From an optimization exercise on the open Yosys and OpenROAD flow, aimed at small area and a short achievable clock period; shortcuts taken in it are not production practice.
At most, simulation tests tie the RTL to the original design; equivalence was not proved.
Power figures rest on the tool's default switching activity, not on a simulated workload.

== v21 ==
// calc_top
module calc_top (
   input              clk,
   input              rst,
   input      [15:0]  data_x,
   input      [1:0]   KEY,
   input      [6:0]   SW,
   output     [7:0]   HEX0,
   output     [7:0]   HEX1,
   output     [7:0]   HEX2,
   output     [7:0]   HEX3,
   output     [7:0]   HEX4,
   output     [7:0]   HEX5,
   output     [1:0]   LEDR
   );
For scale: ~1200 cells after synthesis, roughly 77 I/O pins.
clock: 28.0 ns
lec_check: 0
cap_margin: 20
core_margin: 2
core_utilization: 65
cts_buf_list: sky130_fd_sc_hd__clkbuf_8
cts_cluster_diameter: 40
cts_cluster_size: 16
place_density: 0.8
place_density_lb_addon: 0.1
slew_margin: 20
standard.sh (not shown) runs the stock make flow with config.mk's settings and CLKGATE_MAP_FILE= SYNTH_SCRIPT=/design/flow/synth_recipe.tcl, a recipe that flattens the netlist after the stock synthesis.
==> flow/flow/run.sh <==
#!/bin/bash
# Own layout flow: the standard synthesis, then the combinational logic
# between the registers is mapped again by ABC (the registers, their names
# and cell types stay as the standard synthesis made them), then the standard flow's
# standard layout steps from floorplan to finish, with timing repair aiming
# past zero slack and plain buffers on the ports.
set -euo pipefail
W=$(pwd)
R=$W/orfs/results/$FLOW_PLATFORM/calc_top/base
ABC_SCRIPT="+strash;dc2;b;dch,-f;map;topo;dnsize"
ABC_SCRIPT2="+strash;dch,-f;amap;topo;dnsize"
MARGIN=13
YOSYS=yosys
[[ -x $FLOW_HOME/../tools/install/yosys/bin/yosys ]] && YOSYS=$FLOW_HOME/../tools/install/yosys/bin/yosys

bash standard.sh synth > $W/std_synth.log 2>&1
cp $R/1_2_yosys.v $W/std_netlist.v

DONT_USE=$(make -s -C $FLOW_HOME DESIGN_CONFIG=$W/config.mk WORK_HOME=$W/orfs print-DONT_USE_CELLS | sed -n 's/^DONT_USE_CELLS: *//p' | tail -1)
LIB=$(make -s -C $FLOW_HOME DESIGN_CONFIG=$W/config.mk WORK_HOME=$W/orfs print-LIB_FILES | sed -n 's/^LIB_FILES: *//p' | tail -1)
export REMAP_IN=$W/std_netlist.v REMAP_OUT=$W/remap_netlist.v REMAP_LIB="$LIB" \
       REMAP_DONT_USE="$DONT_USE" REMAP_TOP=$FLOW_TOP REMAP_SCRIPT="$ABC_SCRIPT" \
       REMAP_SCRIPT2="$ABC_SCRIPT2"
$YOSYS -c $W/flow/remap.tcl > $W/remap.log 2>&1
cp $W/remap_netlist.v $R/1_2_yosys.v
rm -f $R/1_synth.odb $R/1_synth.sdc

bash standard.sh SETUP_SLACK_MARGIN=$MARGIN \
   BUFFER_PORTS_ARGS="-buffer_cell sky130_fd_sc_hd__buf_2" finish > $W/layout.log 2>&1
==> flow/flow/remap.tcl <==
# Map the standard synthesis's combinational logic again.  The cone that
# drives the outputs (the critical paths, from SW to HEX) is mapped for
# delay, the rest for area.  Registers are kept as black boxes, so their
# instances, names and cell types are untouched.
yosys -import
set lib [lindex $::env(REMAP_LIB) 0]
read_liberty -ignore_miss_func -ignore_miss_dir $lib
read_verilog $::env(REMAP_IN)
hierarchy -top $::env(REMAP_TOP)
setattr -mod -set blackbox 1 sky130_fd_sc_hd__*df*
flatten
opt_clean -purge
set du {}
foreach c $::env(REMAP_DONT_USE) { lappend du -dont_use $c }
select -set oc o:HEX* o:LEDR* %u %ci*:-sky130_fd_sc_hd__dfxtp_1:-sky130_fd_sc_hd__edfxtp_1
abc -liberty $lib {*}$du -script $::env(REMAP_SCRIPT) @oc
select -clear
abc -liberty $lib {*}$du -script $::env(REMAP_SCRIPT2)
opt_clean -purge
hilomap -singleton -hicell sky130_fd_sc_hd__conb_1 HI -locell sky130_fd_sc_hd__conb_1 LO
setundef -zero
splitnets
opt_clean -purge
insbuf -buf sky130_fd_sc_hd__buf_4 A X
read_liberty -lib -ignore_miss_func -ignore_miss_dir $lib
hierarchy -top $::env(REMAP_TOP)
tee -o remap_stat.txt stat -liberty $lib
check -assert
write_verilog -noattr -nohex -nodec $::env(REMAP_OUT)
No stage failed in v21, and the final checks on the layout all came back clean.
Input-level comparison between v37 and v21:
Settings: PLACE_DENSITY now 0.9, was 0.8; PLACE_DENSITY_LB_ADDON no longer set, was 0.1.
==> flow/flow/run.sh <==
#!/bin/bash
# Own layout flow: the standard synthesis, then the combinational logic
# between the registers is mapped again by ABC, the cone that drives the
# outputs for delay and the rest for area (the registers, their names and
# cell types stay as the standard synthesis made them), then the standard flow's
# standard layout steps from floorplan to finish, with timing repair aiming
# past zero slack and plain buffers on the ports.  Each tool's output goes
# to a log file of its own in the work folder.
set -euo pipefail
W=$(pwd)
R=$W/orfs/results/$FLOW_PLATFORM/calc_top/base
ABC_SCRIPT="+strash;dc2;b;dch,-f;map;topo;dnsize"
ABC_SCRIPT2="+strash;dch,-f;amap;topo;dnsize"
MARGIN=13
YOSYS=yosys
[[ -x $FLOW_HOME/../tools/install/yosys/bin/yosys ]] && YOSYS=$FLOW_HOME/../tools/install/yosys/bin/yosys

bash standard.sh synth > $W/std_synth.log 2>&1
cp $R/1_2_yosys.v $W/std_netlist.v

make -s -C $FLOW_HOME DESIGN_CONFIG=$W/config.mk WORK_HOME=$W/orfs \
   print-DONT_USE_CELLS print-LIB_FILES > $W/flow_vars.log 2>&1
DONT_USE=$(sed -n 's/^DONT_USE_CELLS: *//p' $W/flow_vars.log | tail -1)
LIB=$(sed -n 's/^LIB_FILES: *//p' $W/flow_vars.log | tail -1)
export REMAP_IN=$W/std_netlist.v REMAP_OUT=$W/remap_netlist.v REMAP_LIB="$LIB" \
       REMAP_DONT_USE="$DONT_USE" REMAP_TOP=$FLOW_TOP REMAP_SCRIPT="$ABC_SCRIPT" \
       REMAP_SCRIPT2="$ABC_SCRIPT2"
$YOSYS -c $W/flow/remap.tcl > $W/remap.log 2>&1
cp $W/remap_netlist.v $R/1_2_yosys.v
rm -f $R/1_synth.odb $R/1_synth.sdc

bash standard.sh SETUP_SLACK_MARGIN=$MARGIN \
   BUFFER_PORTS_ARGS="-buffer_cell sky130_fd_sc_hd__buf_2" finish > $W/layout.log 2>&1
==> run notes <==
Changes observed in v37 relative to v21: portion of total power attributed to sequential cells moved down, HPWL after detailed placement moved up, arrival time of the worst setup path moved up, headroom to the max-slew limit moved down, critical path depth in cells moved down. Count of clock buffers in the final design for v37: about 7% up relative to v21. Note that the final wirelength recorded for v37 amounts to 1.08 times the value seen in v21. Net switching fraction of the power for v37 is lower than for v21.
Inputs modified between v37 and v12:
Settings: changing PLACE_DENSITY from 0.9 to 0.8.
### Flow results
v12 vs v37 — critical path depth rose 3.
Against v37, final area in v12 came out better.
Relative to v37, met2 usage in global routing decreased by 4.6 points in v12.
In v12 relative to v37, via count of the first global-routing pass had gone down by a few percent.
Re layout buffer count excluding clock buffers: v37 was lower than v12.
v12 vs v37: first-iteration DRC count up in v12
v37 → v12: number of vias after detailed routing shrank by 3.0%; setup slack of the worst register-to-register path shrank by 320 ps; combinational power held steady; die boundary height held steady.
The inputs of v41 differ from those of v12 as listed below.
==> flow/flow/run.sh <==
#!/bin/bash
# Own layout flow: the standard synthesis, then the combinational logic
# between the registers is mapped again by ABC (the registers, their names
# and cell types stay as the standard synthesis made them), then the standard flow's
# standard layout steps from floorplan to finish, with timing repair aiming
# past zero slack and plain buffers on the ports.
set -euo pipefail
W=$(pwd)
R=$W/orfs/results/$FLOW_PLATFORM/calc_top/base
ABC_SCRIPT="+strash;dc2;b;dch,-f;map;topo;dnsize"
ABC_SCRIPT2="+strash;dch,-f;amap;topo;dnsize"
MARGIN=13.3
YOSYS=yosys
[[ -x $FLOW_HOME/../tools/install/yosys/bin/yosys ]] && YOSYS=$FLOW_HOME/../tools/install/yosys/bin/yosys

bash standard.sh synth > $W/std_synth.log 2>&1
cp $R/1_2_yosys.v $W/std_netlist.v

DONT_USE=$(make -s -C $FLOW_HOME DESIGN_CONFIG=$W/config.mk WORK_HOME=$W/orfs print-DONT_USE_CELLS | sed -n 's/^DONT_USE_CELLS: *//p' | tail -1)
LIB=$(make -s -C $FLOW_HOME DESIGN_CONFIG=$W/config.mk WORK_HOME=$W/orfs print-LIB_FILES | sed -n 's/^LIB_FILES: *//p' | tail -1)
export REMAP_IN=$W/std_netlist.v REMAP_OUT=$W/remap_netlist.v REMAP_LIB="$LIB" \
       REMAP_DONT_USE="$DONT_USE" REMAP_TOP=$FLOW_TOP REMAP_SCRIPT="$ABC_SCRIPT" \
       REMAP_SCRIPT2="$ABC_SCRIPT2"
$YOSYS -c $W/flow/remap.tcl > $W/remap.log 2>&1
cp $W/remap_netlist.v $R/1_2_yosys.v
rm -f $R/1_synth.odb $R/1_synth.sdc

bash standard.sh SETUP_SLACK_MARGIN=$MARGIN \
   BUFFER_PORTS_ARGS="-buffer_cell sky130_fd_sc_hd__buf_2" finish > $W/layout.log 2>&1
Notes after the runs:
- For count of non-CTS buffers in the layout, dividing the value from v41 by the value from v12 gives 1.4.
- When the final numbers for v12 and v41 were put side by side, the antenna diode count turned out to be smaller in v41.
- When v41 is set beside v12, its post-detailed-route via-to-cell ratio turns out to be about 3.3% larger.
- Combinational group power, v12 and v41: larger value in v41
- When the final numbers for v12 and v41 were put side by side, the total power turned out to be greater in v41.

---

== v49 ==
Another version of the RTL of calc_top (not shown whole).
Size in the first run: ~1200 cells after synthesis, roughly 77 I/O pins, about 11000 sq um of cells after synthesis.
clock: 28.0 ns
lec_check: 0
cap_margin: 20
core_margin: 2
core_utilization: 65
cts_buf_list: sky130_fd_sc_hd__clkbuf_16
cts_cluster_diameter: 60
cts_cluster_size: 30
slew_margin: 20
==> flow/flow/run.sh <==
#!/bin/bash
# Own layout flow: the standard synthesis, then the combinational logic
# between the registers is mapped again by ABC for area (the registers,
# their names and cell types stay as the standard synthesis made them),
# then the standard layout steps from floorplan to finish.
set -euo pipefail
W=$(pwd)
R=$W/orfs/results/$FLOW_PLATFORM/calc_top/base
YOSYS=yosys
[[ -x $FLOW_HOME/../tools/install/yosys/bin/yosys ]] && YOSYS=$FLOW_HOME/../tools/install/yosys/bin/yosys

bash standard.sh synth > $W/std_synth.log 2>&1
cp $R/1_2_yosys.v $W/std_netlist.v

DONT_USE=$(make -s -C $FLOW_HOME DESIGN_CONFIG=$W/config.mk WORK_HOME=$W/orfs print-DONT_USE_CELLS | sed -n 's/^DONT_USE_CELLS: *//p' | tail -1)
LIB=$(make -s -C $FLOW_HOME DESIGN_CONFIG=$W/config.mk WORK_HOME=$W/orfs print-LIB_FILES | sed -n 's/^LIB_FILES: *//p' | tail -1)
export REMAP_IN=$W/std_netlist.v REMAP_OUT=$W/remap_netlist.v REMAP_LIB="$LIB" REMAP_DONT_USE="$DONT_USE" REMAP_TOP=$FLOW_TOP
$YOSYS -c $W/flow/remap.tcl > $W/remap.log 2>&1
cp $W/remap_netlist.v $R/1_2_yosys.v
rm -f $R/1_synth.odb $R/1_synth.sdc

bash standard.sh SETUP_SLACK_MARGIN=16 BUFFER_PORTS_ARGS="-buffer_cell sky130_fd_sc_hd__buf_2" finish > $W/layout.log 2>&1
==> flow/flow/remap.tcl <==
# Map the standard synthesis's combinational logic again, for area.
# Registers are kept as black boxes, so their instances, names and cell
# types are untouched.
yosys -import
set lib [lindex $::env(REMAP_LIB) 0]
read_liberty -ignore_miss_func -ignore_miss_dir $lib
read_verilog $::env(REMAP_IN)
hierarchy -top $::env(REMAP_TOP)
setattr -mod -set blackbox 1 sky130_fd_sc_hd__*df*
flatten
opt_clean -purge
tee -o remap_before.txt stat
set du {}
foreach c $::env(REMAP_DONT_USE) { lappend du -dont_use $c }
abc -liberty $lib {*}$du -script "+strash;ifraig;dc2;irw;dc2;dch,-f;amap;topo;dnsize"
opt_clean -purge
hilomap -singleton -hicell sky130_fd_sc_hd__conb_1 HI -locell sky130_fd_sc_hd__conb_1 LO
setundef -zero
splitnets
opt_clean -purge
insbuf -buf sky130_fd_sc_hd__buf_4 A X
read_liberty -lib -ignore_miss_func -ignore_miss_dir $lib
hierarchy -top $::env(REMAP_TOP)
tee -o remap_stat.txt stat -liberty $lib
check -assert
write_verilog -noattr -nohex -nodec $::env(REMAP_OUT)
Changes in v58 relative to v49:
--- a/flow/flow/run.sh
+++ b/flow/flow/run.sh
@@ -21,2 +21,2 @@
 
-bash standard.sh SETUP_SLACK_MARGIN=16 BUFFER_PORTS_ARGS="-buffer_cell sky130_fd_sc_hd__buf_2" finish > $W/layout.log 2>&1
+bash standard.sh BUFFER_PORTS_ARGS="-buffer_cell sky130_fd_sc_hd__buf_2" finish > $W/layout.log 2>&1
### Flow results
Compared with v49, v58 shows a wire length of the first global-routing pass that is about 8% lower. Non-clock buffer count ended up about 60% lower on v58 than on v49. On worst setup slack, the higher figure sits with v49, not v58. Total power: v58 below v49. Compared with v49, v58 shows via count that has gone down by a little under 10%. Routing usage on met1 | v58 above v49. Power share of the clock group (lower): v49. Final critical-path required period up 2.64 ns in v58 wrt v49. On power share of the combinational group, the higher figure sits with v49, not v58. Looking at v49 and v58, the sequential cell power is a wash.
### v58 -> v30
--- a/flow/flow/run.sh
+++ b/flow/flow/run.sh
@@ -21,2 +21,2 @@
 
-bash standard.sh BUFFER_PORTS_ARGS="-buffer_cell sky130_fd_sc_hd__buf_2" finish > $W/layout.log 2>&1
+bash standard.sh SETUP_SLACK_MARGIN=13 BUFFER_PORTS_ARGS="-buffer_cell sky130_fd_sc_hd__buf_2" finish > $W/layout.log 2>&1
Results
- v30 completed end to end with timing, DRC and antenna clean.
- Clock slew at the register clock pins of the worst setup and hold paths delta (v30 -> v58): insignificant
- | final critical path time including I/O delays and setup | v30 vs v58 | better |
- | fraction of standard cell area that is sequential | higher: v58 |
- v30 ends up with a wire length on met1 that is about 9% higher than in v58.
- Number of global-route vias before repair: lower on v58
- Leakage power figure was lower in the run labelled v58.
- Portion of the clock cycle consumed by the worst path in the final layout ended up 9.7 points lower on v30 than on v58.
- Total power after layout, v58 and v30, lower one = v58.
Input-level comparison between v17 and v30:
--- a/flow/flow/run.sh
+++ b/flow/flow/run.sh
@@ -21,2 +21,2 @@
 
-bash standard.sh SETUP_SLACK_MARGIN=13 BUFFER_PORTS_ARGS="-buffer_cell sky130_fd_sc_hd__buf_2" finish > $W/layout.log 2>&1
+bash standard.sh SETUP_SLACK_MARGIN=10 BUFFER_PORTS_ARGS="-buffer_cell sky130_fd_sc_hd__buf_2" finish > $W/layout.log 2>&1
==> run notes <==
Compare v17 and v30 | share of the clock period used by the worst path after layout lower: v30. Compared to v30, the routing of v17 uses less wire. [v17 vs v30] part of the power in combinational logic: lower in v17. As far as critical path's largest stage delay is concerned, v17 and v30 perform about the same. Diff v30 -> v17: total power decreased by 0.052 mW relative to the old numbers; area added between synthesis and finish now sits lower. The library cell contributing the largest single delay on the critical path comes out sky130_fd_sc_hd__o41ai_2 in one run and sky130_fd_sc_hd__o211ai_1 in the other, namely in v17 and v30 respectively.
Function was not checked in any run of this note: the RTL went through the layout flow alone.

---

Another version of the RTL of calc_top (not shown whole).
Size in the first run: about 1300 cells after synthesis, about 77 I/O pins.
export LEC_CHECK = 0
export CAP_MARGIN = 20
export CORE_MARGIN = 2
export CORE_UTILIZATION = 65
export CTS_BUF_LIST = sky130_fd_sc_hd__clkbuf_16
export CTS_CLUSTER_DIAMETER = 60
export CTS_CLUSTER_SIZE = 30
export SLEW_MARGIN = 20
create_clock -name core_clock -period 28.0 [get_ports {clk}]
==> flow/flow/run.sh <==
#!/bin/bash
# Own layout flow: the standard synthesis, then the combinational logic
# between the registers is mapped again by ABC for area (the registers,
# their names and cell types stay as the standard synthesis made them),
# then the standard layout steps from floorplan to finish.
set -euo pipefail
W=$(pwd)
R=$W/orfs/results/$FLOW_PLATFORM/calc_top/base
YOSYS=yosys
[[ -x $FLOW_HOME/../tools/install/yosys/bin/yosys ]] && YOSYS=$FLOW_HOME/../tools/install/yosys/bin/yosys

bash standard.sh synth > $W/std_synth.log 2>&1
cp $R/1_2_yosys.v $W/std_netlist.v

DONT_USE=$(make -s -C $FLOW_HOME DESIGN_CONFIG=$W/config.mk WORK_HOME=$W/orfs print-DONT_USE_CELLS | sed -n 's/^DONT_USE_CELLS: *//p' | tail -1)
LIB=$(make -s -C $FLOW_HOME DESIGN_CONFIG=$W/config.mk WORK_HOME=$W/orfs print-LIB_FILES | sed -n 's/^LIB_FILES: *//p' | tail -1)
export REMAP_IN=$W/std_netlist.v REMAP_OUT=$W/remap_netlist.v REMAP_LIB="$LIB" REMAP_DONT_USE="$DONT_USE" REMAP_TOP=$FLOW_TOP
$YOSYS -c $W/flow/remap.tcl > $W/remap.log 2>&1
cp $W/remap_netlist.v $R/1_2_yosys.v
rm -f $R/1_synth.odb $R/1_synth.sdc

bash standard.sh SETUP_SLACK_MARGIN=10 BUFFER_PORTS_ARGS="-buffer_cell sky130_fd_sc_hd__buf_2" finish > $W/layout.log 2>&1
==> flow/flow/remap.tcl <==
# Map the standard synthesis's combinational logic again, for area.
# Registers are kept as black boxes, so their instances, names and cell
# types are untouched.
yosys -import
set lib [lindex $::env(REMAP_LIB) 0]
read_liberty -ignore_miss_func -ignore_miss_dir $lib
read_verilog $::env(REMAP_IN)
hierarchy -top $::env(REMAP_TOP)
setattr -mod -set blackbox 1 sky130_fd_sc_hd__*df*
flatten
opt_clean -purge
tee -o remap_before.txt stat
set du {}
foreach c $::env(REMAP_DONT_USE) { lappend du -dont_use $c }
abc -liberty $lib {*}$du -script "+strash;dc2;b;dch,-f;map,-D,2000;topo;dnsize"
opt_clean -purge
hilomap -singleton -hicell sky130_fd_sc_hd__conb_1 HI -locell sky130_fd_sc_hd__conb_1 LO
setundef -zero
splitnets
opt_clean -purge
insbuf -buf sky130_fd_sc_hd__buf_4 A X
read_liberty -lib -ignore_miss_func -ignore_miss_dir $lib
hierarchy -top $::env(REMAP_TOP)
tee -o remap_stat.txt stat -liberty $lib
check -assert
write_verilog -noattr -nohex -nodec $::env(REMAP_OUT)
The baseline finished clean.
Next try:
--- a/flow/flow/remap.tcl
+++ b/flow/flow/remap.tcl
@@ -15 +15 @@
-abc -liberty $lib {*}$du -script "+strash;dc2;b;dch,-f;map,-D,2000;topo;dnsize"
+abc -liberty $lib {*}$du -script "+strash;ifraig;dc2;irw;dc2;dch,-f;amap;topo;dnsize"
Effect:
- final area rose by 2.3%
- power went up by 12%
- synthesized area goes down by 9.0%
- combinational power increases by 78%
Function was not checked in any run of this note: the RTL went through the layout flow alone.

## what the ideal ports hide
In the flow no input, the clock included, has a driving cell. The finished layouts below were timed again as built, in two steps.
Step 1 assumes that a clkbuf_16 drives the clock port and a buf_2 every other input.
Step 2 adds t to the input delays and takes it off the output delays; t is the mean of the earliest and latest rising clock arrival at the registers after step 1. Input paths then give back, and output paths get back, about the clock's delay inside the block.
Three values: no drivers, after step 1, after step 2; two values: the first two.
run	t, ns	setup slack, ns	clock arrival spread, ns	slew at the worst register clock pin (ns)
v21	0.607	13.138 / 13.067 / 13.067	0.059 / 0.058	0.10 / 0.10
v37	0.629	13.089 / 13.027 / 13.027	0.041 / 0.041	0.10 / 0.10
v12	0.602	13.174 / 13.136 / 13.136	0.018 / 0.018	0.09 / 0.09
v41	0.635	13.243 / 13.080 / 13.080	0.056 / 0.055	0.10 / 0.10
v49	0.552	10.318 / 10.279 / 10.279	0.045 / 0.045	0.11 / 0.11
v58	0.545	7.678 / 7.654 / 7.654	0.044 / 0.044	0.11 / 0.11
v30	0.546	10.390 / 10.350 / 10.350	0.032 / 0.032	0.11 / 0.11
v17	0.554	10.286 / 10.262 / 10.262	0.019 / 0.019	0.11 / 0.11
the first run of note 3	0.552	10.607 / 10.587 / 10.587	0.051 / 0.052	0.11 / 0.11
the second run of note 3	0.542	9.255 / 9.215 / 9.215	0.030 / 0.029	0.11 / 0.11
After both steps setup and hold are still met in every run listed. For v41, which loses most, drivers alone change the setup slack by -0.163 ns; drivers and shift together by -0.163 ns.
